Source: an optimization exercise on an open RTL-to-GDS flow (aim: small area, a short achievable clock period and few clock cycles per item). Production flows keep margins and buffers that such runs may drop.
In this exercise RTL edits were held to simulation tests only and were not proved equivalent to the original.
Power and IR drop assume default switching activity.

$ cat flow/flow/run.sh
#!/bin/bash
# The standard layout (standard.sh, with its standard synthesis), except
# that the port buffers are inserted as sky130_fd_sc_hd__buf_1 cells.
set -euo pipefail
export BUFFER_PORTS_ARGS="-buffer_cell sky130_fd_sc_hd__buf_1"
bash standard.sh > standard_flow.log 2>&1
$ cat flow/standard.sh
#!/bin/bash
# synth_recipe.tcl (not shown) runs the flow's synth.tcl, then flattens the netlist and writes it again
# the make line also repeats each setting of config.mk as NAME=value (left out here)
make -C /OpenROAD-flow-scripts/flow DESIGN_CONFIG=/design/flow/config.mk WORK_HOME=/design/flow/orfs CLKGATE_MAP_FILE= SYNTH_SCRIPT=/design/flow/synth_recipe.tcl "${@:-finish}"
$ cat flow/config.mk
export PLATFORM = sky130hd
export DESIGN_NAME = processor
export DESIGN_NICKNAME = processor
export VERILOG_FILES = /design/flow/design.v
export SDC_FILE = /design/flow/constraint.sdc
export NUM_CORES = 4
export LEC_CHECK = 0
export CAP_MARGIN = 20
export CORE_MARGIN = 2
export CORE_UTILIZATION = 60
export SETUP_SLACK_MARGIN = 2
export SLEW_MARGIN = 20
export SYNTH_HIERARCHICAL = 1
export SYNTH_MINIMUM_KEEP_SIZE = 0
$ cat flow/constraint.sdc
create_clock -name core_clock -period 8.0 [get_ports {clk}]
set_input_delay 1.6000 -clock core_clock [delete_from_list [all_inputs] [get_ports {clk}]]
set_output_delay 1.6000 -clock core_clock [all_outputs]
set_load 0.01 [all_outputs]
$ cat flow/design.v
`timescale 1ns /1 ns
module processor(
    input logic [15:0] INSTRin,
    input logic reset,
    input logic clk,
    input logic run,
    output logic done,
    output logic [15:0] r0_out, r1_out, a_out, r_out
);
    logic [1:0]  II;
    logic        M, X, Y, is_mul, is_sub, is_as;
    logic [15:0] rx, op2, b, sum;
    logic [7:0]  one, two, neg;
    assign II = INSTRin[15:14];
    assign M  = INSTRin[13];
    assign X  = INSTRin[12];
    assign Y  = INSTRin[0];
    assign is_mul = II == 2'b11;
    assign is_sub = II == 2'b10;
    assign is_as  = II == 2'b01 || II == 2'b10;
    assign rx  = X ? r1_out : r0_out;
    assign op2 = M ? {{4{INSTRin[11]}}, INSTRin[11:0]} : (Y ? r1_out : r0_out);
    assign b   = is_as ? rx : 16'h0;
    logic [7:0] one0, two0, neg0, one1, two1, neg1;
    logic [16:0] r0e, r1e;
    assign r0e = {r0_out, 1'b0};
    assign r1e = {r1_out, 1'b0};
    always_comb begin
        for (int j = 0; j < 8; j++) begin
            one0[j] = r0e[2*j+1] ^ r0e[2*j];
            two0[j] = (r0e[2*j+2] & ~r0e[2*j+1] & ~r0e[2*j]) | (~r0e[2*j+2] & r0e[2*j+1] & r0e[2*j]);
            neg0[j] = r0e[2*j+2];
            one1[j] = r1e[2*j+1] ^ r1e[2*j];
            two1[j] = (r1e[2*j+2] & ~r1e[2*j+1] & ~r1e[2*j]) | (~r1e[2*j+2] & r1e[2*j+1] & r1e[2*j]);
            neg1[j] = r1e[2*j+2];
            if (is_mul) begin
                one[j] = X ? one1[j] : one0[j];
                two[j] = X ? two1[j] : two0[j];
                neg[j] = X ? neg1[j] : neg0[j];
            end else begin
                one[j] = (j == 0);
                two[j] = 1'b0;
                neg[j] = (j == 0) & is_sub;
            end
        end
    end
    logic c10;
    logic c100;
    logic c102;
    logic c104;
    logic c106;
    logic c108;
    logic c12;
    logic c14;
    logic c16;
    logic c18;
    logic c2;
    logic c23;
    logic c25;
    logic c27;
    logic c29;
    logic c31;
    logic c33;
    logic c35;
    logic c37;
    logic c39;
    logic c4;
    logic c41;
    logic c43;
    logic c45;
    logic c47;
    logic c49;
    logic c51;
    logic c53;
    logic c57;
    logic c59;
    logic c6;
    logic c61;
    logic c63;
    logic c65;
    logic c67;
    logic c69;
    logic c71;
    logic c73;
    logic c75;
    logic c77;
    logic c8;
    logic c80;
    logic c82;
    logic c84;
    logic c86;
    logic c88;
    logic c90;
    logic c92;
    logic c94;
    logic c96;
    logic c98;
    logic pp0_0;
    logic pp0_1;
    logic pp0_10;
    logic pp0_11;
    logic pp0_12;
    logic pp0_13;
    logic pp0_14;
    logic pp0_15;
    logic pp0_2;
    logic pp0_3;
    logic pp0_4;
    logic pp0_5;
    logic pp0_6;
    logic pp0_7;
    logic pp0_8;
    logic pp0_9;
    logic pp1_10;
    logic pp1_11;
    logic pp1_12;
    logic pp1_13;
    logic pp1_14;
    logic pp1_15;
    logic pp1_2;
    logic pp1_3;
    logic pp1_4;
    logic pp1_5;
    logic pp1_6;
    logic pp1_7;
    logic pp1_8;
    logic pp1_9;
    logic pp2_10;
    logic pp2_11;
    logic pp2_12;
    logic pp2_13;
    logic pp2_14;
    logic pp2_15;
    logic pp2_4;
    logic pp2_5;
    logic pp2_6;
    logic pp2_7;
    logic pp2_8;
    logic pp2_9;
    logic pp3_10;
    logic pp3_11;
    logic pp3_12;
    logic pp3_13;
    logic pp3_14;
    logic pp3_15;
    logic pp3_6;
    logic pp3_7;
    logic pp3_8;
    logic pp3_9;
    logic pp4_10;
    logic pp4_11;
    logic pp4_12;
    logic pp4_13;
    logic pp4_14;
    logic pp4_15;
    logic pp4_8;
    logic pp4_9;
    logic pp5_10;
    logic pp5_11;
    logic pp5_12;
    logic pp5_13;
    logic pp5_14;
    logic pp5_15;
    logic pp6_12;
    logic pp6_13;
    logic pp6_14;
    logic pp6_15;
    logic pp7_14;
    logic pp7_15;
    logic s1;
    logic s101;
    logic s103;
    logic s105;
    logic s107;
    logic s109;
    logic s11;
    logic s13;
    logic s15;
    logic s17;
    logic s19;
    logic s20;
    logic s21;
    logic s22;
    logic s24;
    logic s26;
    logic s28;
    logic s3;
    logic s30;
    logic s32;
    logic s34;
    logic s36;
    logic s38;
    logic s40;
    logic s42;
    logic s44;
    logic s46;
    logic s48;
    logic s5;
    logic s50;
    logic s52;
    logic s54;
    logic s55;
    logic s56;
    logic s58;
    logic s60;
    logic s62;
    logic s64;
    logic s66;
    logic s68;
    logic s7;
    logic s70;
    logic s72;
    logic s74;
    logic s76;
    logic s78;
    logic s79;
    logic s81;
    logic s83;
    logic s85;
    logic s87;
    logic s89;
    logic s9;
    logic s91;
    logic s93;
    logic s95;
    logic s97;
    logic s99;
    assign pp0_0 = ((one[0] & op2[0])) ^ neg[0];
    assign pp0_1 = ((one[0] & op2[1]) | (two[0] & op2[0])) ^ neg[0];
    assign pp0_2 = ((one[0] & op2[2]) | (two[0] & op2[1])) ^ neg[0];
    assign pp0_3 = ((one[0] & op2[3]) | (two[0] & op2[2])) ^ neg[0];
    assign pp0_4 = ((one[0] & op2[4]) | (two[0] & op2[3])) ^ neg[0];
    assign pp0_5 = ((one[0] & op2[5]) | (two[0] & op2[4])) ^ neg[0];
    assign pp0_6 = ((one[0] & op2[6]) | (two[0] & op2[5])) ^ neg[0];
    assign pp0_7 = ((one[0] & op2[7]) | (two[0] & op2[6])) ^ neg[0];
    assign pp0_8 = ((one[0] & op2[8]) | (two[0] & op2[7])) ^ neg[0];
    assign pp0_9 = ((one[0] & op2[9]) | (two[0] & op2[8])) ^ neg[0];
    assign pp0_10 = ((one[0] & op2[10]) | (two[0] & op2[9])) ^ neg[0];
    assign pp0_11 = ((one[0] & op2[11]) | (two[0] & op2[10])) ^ neg[0];
    assign pp0_12 = ((one[0] & op2[12]) | (two[0] & op2[11])) ^ neg[0];
    assign pp0_13 = ((one[0] & op2[13]) | (two[0] & op2[12])) ^ neg[0];
    assign pp0_14 = ((one[0] & op2[14]) | (two[0] & op2[13])) ^ neg[0];
    assign pp0_15 = ((one[0] & op2[15]) | (two[0] & op2[14])) ^ neg[0];
    assign pp1_2 = (((one[1] & op2[0])) ^ neg[1]) | b[2];
    assign pp1_3 = (((one[1] & op2[1]) | (two[1] & op2[0])) ^ neg[1]) | b[3];
    assign pp1_4 = (((one[1] & op2[2]) | (two[1] & op2[1])) ^ neg[1]) | b[4];
    assign pp1_5 = (((one[1] & op2[3]) | (two[1] & op2[2])) ^ neg[1]) | b[5];
    assign pp1_6 = (((one[1] & op2[4]) | (two[1] & op2[3])) ^ neg[1]) | b[6];
    assign pp1_7 = (((one[1] & op2[5]) | (two[1] & op2[4])) ^ neg[1]) | b[7];
    assign pp1_8 = (((one[1] & op2[6]) | (two[1] & op2[5])) ^ neg[1]) | b[8];
    assign pp1_9 = (((one[1] & op2[7]) | (two[1] & op2[6])) ^ neg[1]) | b[9];
    assign pp1_10 = (((one[1] & op2[8]) | (two[1] & op2[7])) ^ neg[1]) | b[10];
    assign pp1_11 = (((one[1] & op2[9]) | (two[1] & op2[8])) ^ neg[1]) | b[11];
    assign pp1_12 = (((one[1] & op2[10]) | (two[1] & op2[9])) ^ neg[1]) | b[12];
    assign pp1_13 = (((one[1] & op2[11]) | (two[1] & op2[10])) ^ neg[1]) | b[13];
    assign pp1_14 = (((one[1] & op2[12]) | (two[1] & op2[11])) ^ neg[1]) | b[14];
    assign pp1_15 = (((one[1] & op2[13]) | (two[1] & op2[12])) ^ neg[1]) | b[15];
    assign pp2_4 = ((one[2] & op2[0])) ^ neg[2];
    assign pp2_5 = ((one[2] & op2[1]) | (two[2] & op2[0])) ^ neg[2];
    assign pp2_6 = ((one[2] & op2[2]) | (two[2] & op2[1])) ^ neg[2];
    assign pp2_7 = ((one[2] & op2[3]) | (two[2] & op2[2])) ^ neg[2];
    assign pp2_8 = ((one[2] & op2[4]) | (two[2] & op2[3])) ^ neg[2];
    assign pp2_9 = ((one[2] & op2[5]) | (two[2] & op2[4])) ^ neg[2];
    assign pp2_10 = ((one[2] & op2[6]) | (two[2] & op2[5])) ^ neg[2];
    assign pp2_11 = ((one[2] & op2[7]) | (two[2] & op2[6])) ^ neg[2];
    assign pp2_12 = ((one[2] & op2[8]) | (two[2] & op2[7])) ^ neg[2];
    assign pp2_13 = ((one[2] & op2[9]) | (two[2] & op2[8])) ^ neg[2];
    assign pp2_14 = ((one[2] & op2[10]) | (two[2] & op2[9])) ^ neg[2];
    assign pp2_15 = ((one[2] & op2[11]) | (two[2] & op2[10])) ^ neg[2];
    assign pp3_6 = ((one[3] & op2[0])) ^ neg[3];
    assign pp3_7 = ((one[3] & op2[1]) | (two[3] & op2[0])) ^ neg[3];
    assign pp3_8 = ((one[3] & op2[2]) | (two[3] & op2[1])) ^ neg[3];
    assign pp3_9 = ((one[3] & op2[3]) | (two[3] & op2[2])) ^ neg[3];
    assign pp3_10 = ((one[3] & op2[4]) | (two[3] & op2[3])) ^ neg[3];
    assign pp3_11 = ((one[3] & op2[5]) | (two[3] & op2[4])) ^ neg[3];
    assign pp3_12 = ((one[3] & op2[6]) | (two[3] & op2[5])) ^ neg[3];
    assign pp3_13 = ((one[3] & op2[7]) | (two[3] & op2[6])) ^ neg[3];
    assign pp3_14 = ((one[3] & op2[8]) | (two[3] & op2[7])) ^ neg[3];
    assign pp3_15 = ((one[3] & op2[9]) | (two[3] & op2[8])) ^ neg[3];
    assign pp4_8 = ((one[4] & op2[0])) ^ neg[4];
    assign pp4_9 = ((one[4] & op2[1]) | (two[4] & op2[0])) ^ neg[4];
    assign pp4_10 = ((one[4] & op2[2]) | (two[4] & op2[1])) ^ neg[4];
    assign pp4_11 = ((one[4] & op2[3]) | (two[4] & op2[2])) ^ neg[4];
    assign pp4_12 = ((one[4] & op2[4]) | (two[4] & op2[3])) ^ neg[4];
    assign pp4_13 = ((one[4] & op2[5]) | (two[4] & op2[4])) ^ neg[4];
    assign pp4_14 = ((one[4] & op2[6]) | (two[4] & op2[5])) ^ neg[4];
    assign pp4_15 = ((one[4] & op2[7]) | (two[4] & op2[6])) ^ neg[4];
    assign pp5_10 = ((one[5] & op2[0])) ^ neg[5];
    assign pp5_11 = ((one[5] & op2[1]) | (two[5] & op2[0])) ^ neg[5];
    assign pp5_12 = ((one[5] & op2[2]) | (two[5] & op2[1])) ^ neg[5];
    assign pp5_13 = ((one[5] & op2[3]) | (two[5] & op2[2])) ^ neg[5];
    assign pp5_14 = ((one[5] & op2[4]) | (two[5] & op2[3])) ^ neg[5];
    assign pp5_15 = ((one[5] & op2[5]) | (two[5] & op2[4])) ^ neg[5];
    assign pp6_12 = ((one[6] & op2[0])) ^ neg[6];
    assign pp6_13 = ((one[6] & op2[1]) | (two[6] & op2[0])) ^ neg[6];
    assign pp6_14 = ((one[6] & op2[2]) | (two[6] & op2[1])) ^ neg[6];
    assign pp6_15 = ((one[6] & op2[3]) | (two[6] & op2[2])) ^ neg[6];
    assign pp7_14 = ((one[7] & op2[0])) ^ neg[7];
    assign pp7_15 = ((one[7] & op2[1]) | (two[7] & op2[0])) ^ neg[7];
    add2 u_s1 (pp0_10, pp1_10, s1, c2);
    add2 u_s3 (pp0_11, pp1_11, s3, c4);
    add3 u_s5 (pp0_12, pp1_12, pp2_12, s5, c6);
    add2 u_s7 (pp3_12, pp4_12, s7, c8);
    add3 u_s9 (pp0_13, pp1_13, pp2_13, s9, c10);
    add2 u_s11 (pp3_13, pp4_13, s11, c12);
    add3 u_s13 (pp0_14, pp1_14, pp2_14, s13, c14);
    add3 u_s15 (pp3_14, pp4_14, pp5_14, s15, c16);
    add2 u_s17 (pp6_14, pp7_14, s17, c18);
    xor3m u_s19 (pp0_15, pp1_15, pp2_15, s19);
    xor3m u_s20 (pp3_15, pp4_15, pp5_15, s20);
    assign s21 = pp6_15 ^ pp7_15;
    add2 u_s22 (pp0_6, pp1_6, s22, c23);
    add2 u_s24 (pp0_7, pp1_7, s24, c25);
    add3 u_s26 (pp0_8, pp1_8, pp2_8, s26, c27);
    add2 u_s28 (pp3_8, pp4_8, s28, c29);
    add3 u_s30 (pp0_9, pp1_9, pp2_9, s30, c31);
    add2 u_s32 (pp3_9, pp4_9, s32, c33);
    add3 u_s34 (pp2_10, pp3_10, pp4_10, s34, c35);
    add3 u_s36 (pp5_10, neg[5], s1, s36, c37);
    add3 u_s38 (pp2_11, pp3_11, pp4_11, s38, c39);
    add3 u_s40 (pp5_11, s3, c2, s40, c41);
    add3 u_s42 (pp5_12, pp6_12, neg[6], s42, c43);
    add3 u_s44 (s5, s7, c4, s44, c45);
    add3 u_s46 (pp5_13, pp6_13, s9, s46, c47);
    add3 u_s48 (s11, c6, c8, s48, c49);
    add3 u_s50 (neg[7], s13, s15, s50, c51);
    add3 u_s52 (s17, c10, c12, s52, c53);
    xor3m u_s54 (s19, s20, s21, s54);
    xor3m u_s55 (c14, c16, c18, s55);
    add2 u_s56 (pp0_4, pp1_4, s56, c57);
    add2 u_s58 (pp0_5, pp1_5, s58, c59);
    add3 u_s60 (pp2_6, pp3_6, neg[3], s60, c61);
    add3 u_s62 (pp2_7, pp3_7, s24, s62, c63);
    add3 u_s64 (neg[4], s26, s28, s64, c65);
    add3 u_s66 (s30, s32, c27, s66, c67);
    add3 u_s68 (s34, s36, c31, s68, c69);
    add3 u_s70 (s38, s40, c35, s70, c71);
    add3 u_s72 (s42, s44, c39, s72, c73);
    add3 u_s74 (s46, s48, c43, s74, c75);
    add3 u_s76 (s50, s52, c47, s76, c77);
    xor3m u_s78 (s54, s55, c51, s78);
    add2 u_s79 (pp0_0, neg[0], s79, c80);
    add2 u_s81 (pp0_1, b[1], s81, c82);
    add3 u_s83 (pp0_2, pp1_2, neg[1], s83, c84);
    add2 u_s85 (pp0_3, pp1_3, s85, c86);
    add3 u_s87 (pp2_4, neg[2], s56, s87, c88);
    add3 u_s89 (pp2_5, s58, c57, s89, c90);
    add3 u_s91 (s22, s60, c59, s91, c92);
    add3 u_s93 (c23, s62, c61, s93, c94);
    add3 u_s95 (c25, s64, c63, s95, c96);
    add3 u_s97 (c29, s66, c65, s97, c98);
    add3 u_s99 (c33, s68, c67, s99, c100);
    add3 u_s101 (c37, s70, c69, s101, c102);
    add3 u_s103 (c41, s72, c71, s103, c104);
    add3 u_s105 (c45, s74, c73, s105, c106);
    add3 u_s107 (c49, s76, c75, s107, c108);
    xor3m u_s109 (c53, s78, c77, s109);
    logic [15:0] g, p, c;
    add2 u_gp0 (b[0], s79, p[0], g[0]);
    add2 u_gp1 (s81, c80, p[1], g[1]);
    add2 u_gp2 (s83, c82, p[2], g[2]);
    add2 u_gp3 (s85, c84, p[3], g[3]);
    add2 u_gp4 (s87, c86, p[4], g[4]);
    add2 u_gp5 (s89, c88, p[5], g[5]);
    add2 u_gp6 (s91, c90, p[6], g[6]);
    add2 u_gp7 (s93, c92, p[7], g[7]);
    add2 u_gp8 (s95, c94, p[8], g[8]);
    add2 u_gp9 (s97, c96, p[9], g[9]);
    add2 u_gp10 (s99, c98, p[10], g[10]);
    add2 u_gp11 (s101, c100, p[11], g[11]);
    add2 u_gp12 (s103, c102, p[12], g[12]);
    add2 u_gp13 (s105, c104, p[13], g[13]);
    add2 u_gp14 (s107, c106, p[14], g[14]);
    add2 u_gp15 (s109, c108, p[15], g[15]);
    assign c[0] = 1'b0;
    assign c[1] = g[0];
    logic [15:0] gg, pp2;
    ao21 u_gg2 (g[1], p[1], g[0], gg[2]);
    assign c[2] = gg[2];
    ao21 u_c3 (g[2], p[2], c[2], c[3]);
    ao21 u_gg4 (g[3], p[3], g[2], gg[4]);
    assign pp2[4] = p[3] & p[2];
    ao21 u_c4 (gg[4], pp2[4], c[2], c[4]);
    ao21 u_c5 (g[4], p[4], c[4], c[5]);
    ao21 u_gg6 (g[5], p[5], g[4], gg[6]);
    assign pp2[6] = p[5] & p[4];
    ao21 u_c6 (gg[6], pp2[6], c[4], c[6]);
    ao21 u_c7 (g[6], p[6], c[6], c[7]);
    ao21 u_gg8 (g[7], p[7], g[6], gg[8]);
    assign pp2[8] = p[7] & p[6];
    ao21 u_c8 (gg[8], pp2[8], c[6], c[8]);
    ao21 u_c9 (g[8], p[8], c[8], c[9]);
    ao21 u_gg10 (g[9], p[9], g[8], gg[10]);
    assign pp2[10] = p[9] & p[8];
    ao21 u_c10 (gg[10], pp2[10], c[8], c[10]);
    ao21 u_c11 (g[10], p[10], c[10], c[11]);
    ao21 u_gg12 (g[11], p[11], g[10], gg[12]);
    assign pp2[12] = p[11] & p[10];
    ao21 u_c12 (gg[12], pp2[12], c[10], c[12]);
    ao21 u_c13 (g[12], p[12], c[12], c[13]);
    ao21 u_gg14 (g[13], p[13], g[12], gg[14]);
    assign pp2[14] = p[13] & p[12];
    ao21 u_c14 (gg[14], pp2[14], c[12], c[14]);
    ao21 u_c15 (g[14], p[14], c[14], c[15]);
    assign sum = p ^ c;
    assign done = run;
    always_ff @(posedge clk) begin
        if (reset) begin
            r0_out <= 16'h0;
            r1_out <= 16'h0;
            a_out  <= 16'h0;
            r_out  <= 16'h0;
        end else if (run) begin
            if (X) r1_out <= sum; else r0_out <= sum;
            if (II != 2'b00) begin
                a_out <= rx;
                r_out <= sum;
            end
        end
    end
endmodule
module add3(input logic a, b, c, output logic s, co);
    assign s  = a ^ b ^ c;
    assign co = (a & b) | (a & c) | (b & c);
endmodule
module add2(input logic a, b, output logic s, co);
    assign s  = a ^ b;
    assign co = a & b;
endmodule
module xor3m(input logic a, b, c, output logic s);
    assign s = a ^ b ^ c;
endmodule
module ao21(input logic g, p, c, output logic o);
    assign o = g | (p & c);
endmodule
module cpa(input logic [15:0] a, b, output logic [15:0] s);
    assign s = a + b;
endmodule
==> impl_metrics.ini, run 1 <==
[cts]
cts_buffer_depth = 2
cts.clk_slew.worst_paths_ps = 70
ctsHtreeMaxLevel = 3
cts_sinks = 64
cts_tree = yes
cts_buffers = 9
root_buffer = clkbuf_8
clock_latency_ps = 340

[grt]
grt_pass1_vias = 5820
gr-total-overflow = 0
grt_max_degree = 65
grt_pass1_wl_um = 30100
grtUsageTotal_pct = 33.0
antenna_found_initial = 0

[critical_path]
startpoint_type = primary input
rr_endpoint = r_out[15]
critPathRequiredTime_ps = 8250
crit_path_end_kind = flop
worstSetupPathType = primary input to flop
cp.arrival_ps = 6140
reg2reg_depth = 16
cp_max_fo = 30
r2r-start = r0_out[3]
r2r_slack_ps = 2840

[power]
powerDensity_mw_per_mm2 = 268
p_leak_nw = 3.10
ir_worst_vdd_v = 0.000466

[routing]
dr.pass1.iters = 5
postRouteAntennaNets = 0
via_count = 6003
drt_iter0_markers = 414
drc = 0
routed_wl_um = 19200
post_drt_via_cell_ratio = 6.36
routedWlPerCell_um = 20.3

[timing]
rsz0062_at_grt = false
clock_skew_ps = 7.24
worst_slack_ps = 2110
slew_headroom_pct = 48.4
finalSetupViolations = 0
tightest_slew_ps = 770
fin_crit_sh_pct = 73.6
hold_slack_ps = 494
report.final.slew_viol_count = 0
fin_crit_ps = 5890
hold_viol_final = 0
fmax_ghz = 0.170
tns_ps = 0

[floorplanning]
placementRows = 38
start_util_pct = 61.3
core_area_mm2 = 0.0108
io_pins = 84
die_y_um = 109
die_area_mm2 = 0.0119
die-width_um = 109

[run]
maxCapViolCount = 0

[synth]
yosysSeqAreaShare_pct = 19.4
synth_edf_count = 0
synthTopCellsByArea = dfxtp_1, fa_1, xnor2_1
async_reset_ff_share_pct = 0
syn_inst = 750
avgSynthCellArea_um2 = 8.82
synthesis.yosys.warnings = 7
synth_ff_type = dfxtp_1
ys_ff_latch = 64
synth.largest_area_cell = dfxtp_1
synthDistinctLibCells = 50
synth_area_mm2 = 0.00662
synth_top_area_share_pct = 19.4
syn-num-nets = 839

[layout]
mostFrequentLayoutCell = buf_1
n_antenna_cell = 0
multiInputGateArea_mm2 = 0.00521
fillers = 861
area_growth_pct = 13.6
mostFrequentLayoutCells = buf_1, nand2_1, nor2_1, xnor2_1, dfxtp_1
seq_area_mm2 = 0.00128
drive_gt1_share_pct = 14.1
final_nets = 890

[worst_hold_path]
min_path_cells = 2
hold_end = a_out[6]
hp-start = a_out[6]
hold_path_class = flop to flop

[place]
gp_congestion = 0.945
port_buffers = 83
dp_hpwl_um = 14100
post-place-ws_ps = 848

[run_status]
outcome = timing/DRC/antenna clean
Yosys stat by module, one instance, submodules excluded:
module / cells / cell area [um^2] / flops+latches
xor3m: 1 / 23.8 / 0
add2: 1 / 12.5 / 0
processor: 657 / 5210 / 64
ao21: 1 / 7.51 / 0
add3: 1 / 20.0 / 0
routing by layer:
layer,wire length (um),up-vias,GRT usage [%]
met1,7740,2929,40.3
met4,942,0,16.0
met2,9370,251,56.0
li1,-,2754,-
met3,1140,69,5.86
met5,0,-,0
critical path, cell delays in order:
cell and delay (ps):
clkbuf_16 190, a221o_1 340, and3_4 220, a22oi_1 190
mux2_1 370, ha_1 300, fa_1 460, fa_1 490
fa_1 580, ha_4 220, and2_1 150, a21o_1 200
a21o_1 230, a21o_1 190, xnor2_2 160, a211oi_1 240
repair_timing:
item,in CTS,in global routing
setup endpoints to repair,24,15
hold buffers,0,0
buffers inserted,10,5
pin swaps,3,17
gates cloned,0,1
resized for setup,30,41
synthesized netlist by cell type, types with 9 or more instances:
master     n
xnor2_1   77
ha_1      33
a22oi_1   11
dfxtp_1   64
nand2b_1  14
a21o_1    20
mux2_2    11
nand2_1   76
buf_2     26
mux2_1    17
inv_1      9
o22ai_1   50
clkbuf_1  29
nor2_1    74
o21ai_0   12
fa_1      37
o21a_1    10
and2_1    11
a211oi_1  47
o211ai_1   9
mux2i_1   37
cell families after synthesis:
| kind of cell | Yosys count | share of synthesized area [%] |
|---|---|---|
| muxes | 66 | 10.6 |
| and+or+nand+nor | 193 | 12.9 |
| DFF | 64 | 19.4 |
| adders and majority gates | 70 | 17.4 |
| buffers and inverters | 79 | 5.88 |
| xor gates and xnor gates | 89 | 13.1 |
| AOI/OAI and AO/OA | 189 | 20.7 |
worst max path at each step:
stage	start	endpoint	slack, ps
after floorplan	INSTRin[0]	r0_out[15]	2000
after global placement	INSTRin[12]	r1_out[14]	940
after detailed placement	INSTRin[12]	r1_out[14]	850
after CTS	INSTRin[12]	r_out[15]	2020
after global routing	INSTRin[12]	r_out[15]	1980
final	INSTRin[12]	r_out[15]	2110
report_power, final:
| part | internal, W | switching, W |
|---|---|---|
| clock network | 0.000179 | 0.000121 |
| registers | 0.000370 | 0.0000816 |
| logic | 0.000578 | 0.000687 |
registers in the layout, summed over array words and instances, names as in the netlist:
name and cells:
a_out 16, r0_out 16, r1_out 16, r_out 16
metrics by stage:
stage	cells	area, um^2	total power [W]	utilization, %
after floorplan	750	6630	0.00127	-
after global placement	914	6840	0.00155	63.4
after detailed placement	914	6840	0.00158	63.4
after CTS	938	7240	0.00192	67.1
after global routing	944	7510	0.00214	69.6
final	944	7510	0.00202	69.6
final cells by class:
cell class	instances	area share (%)
multi-input cells	608	69.4
flip-flops and latches	64	17.1
repair buffers	107	7.83
well taps	140	2.33
clock buffers	10	1.83
clock inverters	4	0.933
inverters	11	0.616
Testbench counts, summed over its fixed seeds: cycles 4,800, instructions 4,800.
==> run 2, diff against run 1 <==
--- a/flow/config.mk
+++ b/flow/config.mk
@@ -8,7 +8,8 @@
 export CAP_MARGIN = 20
 export CORE_MARGIN = 2
 export CORE_UTILIZATION = 60
-export SETUP_SLACK_MARGIN = 2
+export SETUP_SLACK_MARGIN = 2.5
 export SLEW_MARGIN = 20
 export SYNTH_HIERARCHICAL = 1
 export SYNTH_MINIMUM_KEEP_SIZE = 0
+export TNS_END_PERCENT = 0
==> impl_metrics.ini, run 2 <==
[run_status]
outcome = timing/DRC/antenna clean

[synth]
syn-num-nets = 839
synthesis.yosys.warnings = 7
async_reset_ff_share_pct = 0
ys_ff_latch = 64
yosysSeqAreaShare_pct = 19.4
synthTopCellsByArea = dfxtp_1, fa_1, xnor2_1
synth_edf_count = 0
yosys-top-cells-count = xnor2_1, nand2_1, nor2_1
synth.largest_area_cell = dfxtp_1
synthDistinctLibCells = 50
syn_inst = 750
avgSynthCellArea_um2 = 8.82
yosysMostFrequentCell = xnor2_1
synth_ff_type = dfxtp_1
synth_area_mm2 = 0.00662
synth_top_area_share_pct = 19.4

[floorplanning]
core_area_mm2 = 0.0108
io_pins = 84
start_util_pct = 61.3
die-width_um = 109
placementRows = 38
die_area_mm2 = 0.0119
die_y_um = 109

[critical_path]
slowest_stage = fa_1
max_stage_delay_ps = 600
critical_path.cell_chain = clkbuf_16, a221o_1, and3_4, buf_6, a22oi_2, mux2_4, ha_4, fa_1, fa_1, fa_1, ha_4, and2_4, a21o_1, buf_4, xnor2_1, a211oi_1
cp.arrival_ps = 6030
worstSetupPathType = primary input to flop
cp_max_fo = 7
cp_common_cell = fa_1
startpoint_type = primary input
crit_path_end_kind = flop
critPathRequiredTime_ps = 8220

[power]
ir_worst_vdd_v = 0.000243
powerDensity_mw_per_mm2 = 266
p_leak_nw = 3.11

[timing]
fin_crit_ps = 5810
clock_skew_ps = 15.1
rsz0062_at_grt = true
tightest_slew_ps = 783
finalSetupViolations = 0
report.final.slew_viol_count = 0
hold_viol_final = 0
slew_headroom_pct = 47.6
fmax_ghz = 0.172
tns_ps = 0
fin_crit_sh_pct = 72.6

[cts]
ctsHtreeMaxLevel = 3
cts_buffer_depth = 2
cts_tree = yes
root_buffer = clkbuf_8
cts_sinks = 64
clock_latency_ps = 380
cts_buffers = 9
cts.clk_slew.worst_paths_ps = 80

[layout]
fillers = 890
mostFrequentLayoutCells = buf_1, xnor2_1, nor2_1, nand2_1, dfxtp_1
drive_gt1_share_pct = 15.8
final_nets = 893
finalInstanceArea_mm2 = 0.00752
n_antenna_cell = 0
mostFrequentLayoutCell = buf_1
area_growth_pct = 13.7
fin_util_pct = 69.7

[grt]
grt_pass1_wl_um = 29400
grt_max_degree = 65
grt_pass1_vias = 5549
antenna_found_initial = 0
grtUsageTotal_pct = 33.0
gr-total-overflow = 0

[place]
dp_hpwl_um = 13900
gp_congestion = 0.910
place_area_mm2 = 0.00699
port_buffers = 83

[routing]
drc = 0
via_count = 5872
drt_iter0_markers = 351
postRouteAntennaNets = 0
dr.pass1.iters = 6
routed_wl_um = 19500
post_drt_via_cell_ratio = 6.19
routedWlPerCell_um = 20.5

[worst_hold_path]
hold_path_class = flop to flop

[run]
maxCapViolCount = 0
## run 2: timing repair
action                     in CTS  in global routing
hold buffers                    0                  0
resized for setup              31                 27
setup endpoints to repair      27                 24
gates cloned                    0                  1
pin swaps                       2                 19
setup buffers                   8                 10
## run 2: kinds of logic after synthesis
logic type	synth area share (%)
buffers and inverters	5.88
adder cells (fa/ha/maj)	17.4
AND/OR/NAND/NOR	12.9
XOR/XNOR	13.1
flip-flops	19.4
multiplexers	10.6
AO/OA/AOI/OAI	20.7
## run 2: area by class of cell
cell class	count	area [um^2]	share of cell area (%)
repair buffers	111	596	7.92
clock inverters	6	42.5	0.566
multi-input cells	607	5250	69.7
clock buffers	10	138	1.83
inverters	11	43.8	0.582
well taps	140	175	2.33
flip-flops and latches	64	1280	17.0
## run 2: worst max-delay path, delay by kind of cell
kind	cells	cell delay, ps
muxes	1	340
adders and majority gates	5	2080
buffers and inverters	3	440
AOI/OAI and AO/OA	4	810
and+or+nand+nor	2	330
xor gates and xnor gates	1	420
## run 2: worst paths after layout
path	start	end	slack (ps)	depth (start not counted)
max	INSTRin[12]	r_out[12]	2190	16
min	r_out[4]	r_out[4]	500	2
max reg2reg	r0_out[3]	r_out[12]	2820	16
min reg2reg	r_out[4]	r_out[4]	500	2
## run 2: through the flow
step,total power [W],hold WS (ps),worst slack [ps],std cells
after floorplan,0.00134,520,2290,750
after global placement,0.00161,471,1250,914
after detailed placement,0.00165,479,1220,914
after CTS,0.00195,500,2220,938
after global routing,0.00213,525,2060,949
final,0.00200,501,2190,949
## run 2: where the power goes
| part | leakage, nW | switching (W) | internal [W] |
|---|---|---|---|
| registers | 0.527 | 0.0000793 | 0.000370 |
| logic | 2.50 | 0.000693 | 0.000587 |
| clock network | 0.0891 | 0.000149 | 0.000122 |
## run 2: per-layer routing
layer  share of wire [%]  vias to the layer above  track usage, %
met1                  45                     2819            46.6
met2                  45                      246            50.8
met4                 2.3                        0            10.7
met3                 7.5                       41            6.40
met5                   0                        -               0
li1                    -                     2766               -
## run 2: Yosys stat by module, one instance, submodules excluded
module,flip-flops and latches,area [um^2],cells,copies in the design
processor,64,5210,657,1
ao21,0,7.51,1,20
add2,0,12.5,1,30
add3,0,20.0,1,37
xor3m,0,23.8,1,6
==> run 3, diff against run 2 <==
--- a/flow/design.v
+++ b/flow/design.v
@@ -21,22 +21,14 @@
     assign rx  = X ? r1_out : r0_out;
     assign op2 = M ? {{4{INSTRin[11]}}, INSTRin[11:0]} : (Y ? r1_out : r0_out);
     assign b   = is_as ? rx : 16'h0;
-    logic [7:0] one0, two0, neg0, one1, two1, neg1;
-    logic [16:0] r0e, r1e;
-    assign r0e = {r0_out, 1'b0};
-    assign r1e = {r1_out, 1'b0};
+    logic [16:0] rxe;
+    assign rxe = {rx, 1'b0};
     always_comb begin
         for (int j = 0; j < 8; j++) begin
-            one0[j] = r0e[2*j+1] ^ r0e[2*j];
-            two0[j] = (r0e[2*j+2] & ~r0e[2*j+1] & ~r0e[2*j]) | (~r0e[2*j+2] & r0e[2*j+1] & r0e[2*j]);
-            neg0[j] = r0e[2*j+2];
-            one1[j] = r1e[2*j+1] ^ r1e[2*j];
-            two1[j] = (r1e[2*j+2] & ~r1e[2*j+1] & ~r1e[2*j]) | (~r1e[2*j+2] & r1e[2*j+1] & r1e[2*j]);
-            neg1[j] = r1e[2*j+2];
             if (is_mul) begin
-                one[j] = X ? one1[j] : one0[j];
-                two[j] = X ? two1[j] : two0[j];
-                neg[j] = X ? neg1[j] : neg0[j];
+                one[j] = rxe[2*j+1] ^ rxe[2*j];
+                two[j] = (rxe[2*j+2] & ~rxe[2*j+1] & ~rxe[2*j]) | (~rxe[2*j+2] & rxe[2*j+1] & rxe[2*j]);
+                neg[j] = rxe[2*j+2];
             end else begin
                 one[j] = (j == 0);
                 two[j] = 1'b0;
@@ -430,6 +422,12 @@
 module xor3m(input logic a, b, c, output logic s);
     assign s = a ^ b ^ c;
 endmodule
+module aoi21(input logic a, b, c, output logic o);
+    assign o = ~(a | (b & c));
+endmodule
+module oai21(input logic a, b, c, output logic o);
+    assign o = ~(a & (b | c));
+endmodule
 module ao21(input logic g, p, c, output logic o);
     assign o = g | (p & c);
 endmodule
==> impl_metrics.ini, run 3 <==
[power]
ir_worst_vdd_v = 0.000460
intPower_w = 0.00104
p_leak_nw = 2.81
pwr-share-clk_pct = 14.5
p_sw_share_pct = 44.6
p_sw_w = 0.000840
powerDensity_mw_per_mm2 = 265
p_seq_share_pct = 22.3
comb_power_share_pct = 63.2

[routing]
dr.pass1.iters = 6
routedWlPerCell_um = 20.5
wl_met3_um = 1370
routed_wl_um = 17900
top_layer = met4
wl_met1_um = 7240
postRouteAntennaNets = 0
wl_met2_um = 8720
drt_iter0_markers = 423
drc = 0
post_drt_via_cell_ratio = 6.28
via_count = 5473

[layout]
area_growth_pct = 15.7
mostFrequentLayoutCells = nor2_1, xnor2_1, buf_1, dfxtp_1, a211oi_1
seq_area_mm2 = 0.00128
fillers = 784
final_nets = 823
fin_util_pct = 71.9
multiInputGateArea_mm2 = 0.00486
drive_gt1_share_pct = 16.0
n_antenna_cell = 0
mostFrequentLayoutCell = nor2_1

[cts]
cts.clk_slew.worst_paths_ps = 70
ctsHtreeMaxLevel = 3
root_buffer = clkbuf_8
cts_buffer_depth = 2
cts_tree = yes
clock_latency_ps = 330
cts_buffers = 9
cts_sinks = 64

[critical_path]
critical_path.cell_chain = buf_4, mux2_2, o21ai_0, o22ai_1, xnor2_1, fa_2, fa_1, fa_1, fa_1, ha_4, and2_1, a21o_1, a21o_1, xnor2_4, a211oi_1
startpoint_type = primary input
critPathRequiredTime_ps = 8190
slowest_stage = fa_1
cp_common_cell = fa_1
max_stage_delay_ps = 550
cp_max_fo = 13
worstSetupPathType = primary input to flop
cp.arrival_ps = 6180
crit_path_end_kind = flop

[synth]
synth_top_area_share_pct = 20.9
synthDistinctLibCells = 50
yosys-top-cells-count = nor2_1, xnor2_1, dfxtp_1
syn-num-nets = 759
syn_inst = 670
yosysSeqAreaShare_pct = 20.9
synth_edf_count = 0
avgSynthCellArea_um2 = 9.14
ys_ff_latch = 64
synthTopCellsByArea = dfxtp_1, fa_1, xnor2_1
yosysMostFrequentCell = nor2_1
synth.largest_area_cell = dfxtp_1
synth_area_mm2 = 0.00613
async_reset_ff_share_pct = 0
synth_ff_type = dfxtp_1
synthesis.yosys.warnings = 7

[floorplanning]
die_y_um = 105
io_pins = 84
die-width_um = 105
start_util_pct = 62.1
placementRows = 36
die_area_mm2 = 0.0110
core_area_mm2 = 0.00986

[timing]
hold_viol_final = 0
rsz0062_at_grt = true
clock_skew_ps = 8.46
finalSetupViolations = 0
report.final.slew_viol_count = 0
hold_slack_ps = 500
worst_slack_ps = 2010
fin_crit_sh_pct = 74.9
tightest_slew_ps = 713
slew_headroom_pct = 51.1
fin_crit_ps = 5990
tns_ps = 0
fmax_ghz = 0.167

[grt]
grtUsageTotal_pct = 32.5
gr-total-overflow = 0
antenna_found_initial = 0
grt_max_degree = 65
grt_pass1_wl_um = 28300
grt_pass1_vias = 5301

[run]
maxCapViolCount = 0

[run_status]
outcome = timing/DRC/antenna clean

[worst_hold_path]
hold_path_class = flop to flop

[place]
port_buffers = 83
dp_hpwl_um = 13400
post-place-ws_ps = 959
gp_congestion = 0.904
run 3: cell count changes after synthesis, moves of 8 or more:
cell      change
a22oi_1      -11
mux2i_1      -15
buf_2         -8
o21ai_0      +19
clkbuf_1     -10
a21oi_1       +8
nand2_1      -63
mux2_1       -17
nor2_1       +22
a211oi_1     +14
nand2b_1     -11
run 3: area by class of cell:
type / instances / share of cell area, %
Inverter: 11 / 0.653
Clock inverter: 6 / 0.829
Tap cell: 133 / 2.35
Clock buffer: 10 / 1.94
Multi-Input combinational cell: 544 / 68.6
Timing Repair Buffer: 104 / 7.57
Sequential cell: 64 / 18.1
run 3: layer usage:
| layer | global-route usage [%] | vias up |
|---|---|---|
| met5 | 0 | - |
| met4 | 12.0 | 0 |
| met3 | 5.93 | 34 |
| met2 | 53.2 | 274 |
| met1 | 42.8 | 2620 |
| li1 | - | 2545 |
run 3: worst paths after layout:
check | slack (ps) | cells after the start | from | to
min | 500 | 2 | r_out[4] | r_out[4]
max reg2reg | 3110 | 15 | r0_out[3] | r_out[15]
max | 2010 | 15 | INSTRin[0] | r_out[15]
min reg2reg | 500 | 2 | r_out[4] | r_out[4]
run 3: modules after synthesis, one instance, submodules excluded:
module	flops+latches	cells	copies in the design
add3	0	1	37
ao21	0	1	20
processor	64	577	1
xor3m	0	1	6
add2	0	1	30
run 3: cells by family (layout without fill, tap and decap cells):
| group | Yosys count | after routing | synth area share, % |
|---|---|---|---|
| AO/OA/AOI/OAI | 202 | 202 | 22.5 |
| AND/OR/NAND/NOR | 136 | 136 | 9.54 |
| XOR/XNOR | 92 | 92 | 14.6 |
| adder cells (fa/ha/maj) | 70 | 70 | 18.8 |
| flip-flops | 64 | 64 | 20.9 |
| buffers and inverters | 62 | 131 | 5.11 |
| multiplexers | 44 | 44 | 8.47 |
run 3: critical path: cells and delay by family:
family / cells / cell delay (ps)
xor+xnor: 2 / 470
fa+ha+maj: 5 / 2190
mux: 1 / 350
simple gates: 1 / 150
compound gates: 5 / 1200
buf+inv: 1 / 220
run 3: power by group through the flow:
stage / Clock [W] / Sequential [W] / Combinational, W
floorplan: 0 / 0.000436 / 0.000790
CTS: 0.000277 / 0.000419 / 0.00113
detailed placement: 0 / 0.000424 / 0.00110
finish: 0.000272 / 0.000420 / 0.00119
global route: 0.000289 / 0.000426 / 0.00128
global placement: 0 / 0.000422 / 0.00107
run 3: per-stage QoR:
step           power, W  cell area [um^2]  instances
6_report        0.00188              7090        872
5_1_grt         0.00199              7090        872
4_1_cts         0.00182              7010        871
3_5_place_dp    0.00153              6600        850
3_3_place_gp    0.00149              6600        850
2_1_floorplan   0.00123              6290        670
run 3: repair_timing:
item                       in CTS  in global routing
gates resized for setup        38                 20
pin swaps                      10                 14
gates cloned                    1                  0
hold buffers                    0                  0
buffers inserted                4                  1
setup endpoints to repair      30                 27
Testbench counts of run 3, summed over its fixed seeds: cycles 4,800, instructions 4,800.

## afterwards: timing with drivers on the ports
The flow's constraints put no driver on any port. The routed layouts listed below were extracted and timed again, unchanged, in two steps. Step 1: set_driving_cell puts a clkbuf_16 on clk and a buf_2 on each other input, an assumption about the parent block. Step 2 times the ports against the registers' clock, not the clock port: input delays grow and output delays shrink by t, the midpoint of the rising clock arrivals with the driver on. Three values: ideal, step 1, step 2; two values: the first two.
| run | t, ns | slack for setup (ns) | worst setup path after step 2 |
|---|---|---|---|
| run 1 | 0.368 | 2.113 / 2.102 / 1.733 | input to register |
| run 2 | 0.408 | 2.191 / 2.120 / 1.711 | input to register |
| run 3 | 0.360 | 2.007 / 1.942 / 1.582 | input to register |
After both steps setup and hold are still met in every run listed. For run 2, which loses most, drivers alone change the setup slack by -0.071 ns; drivers and shift together by -0.480 ns.
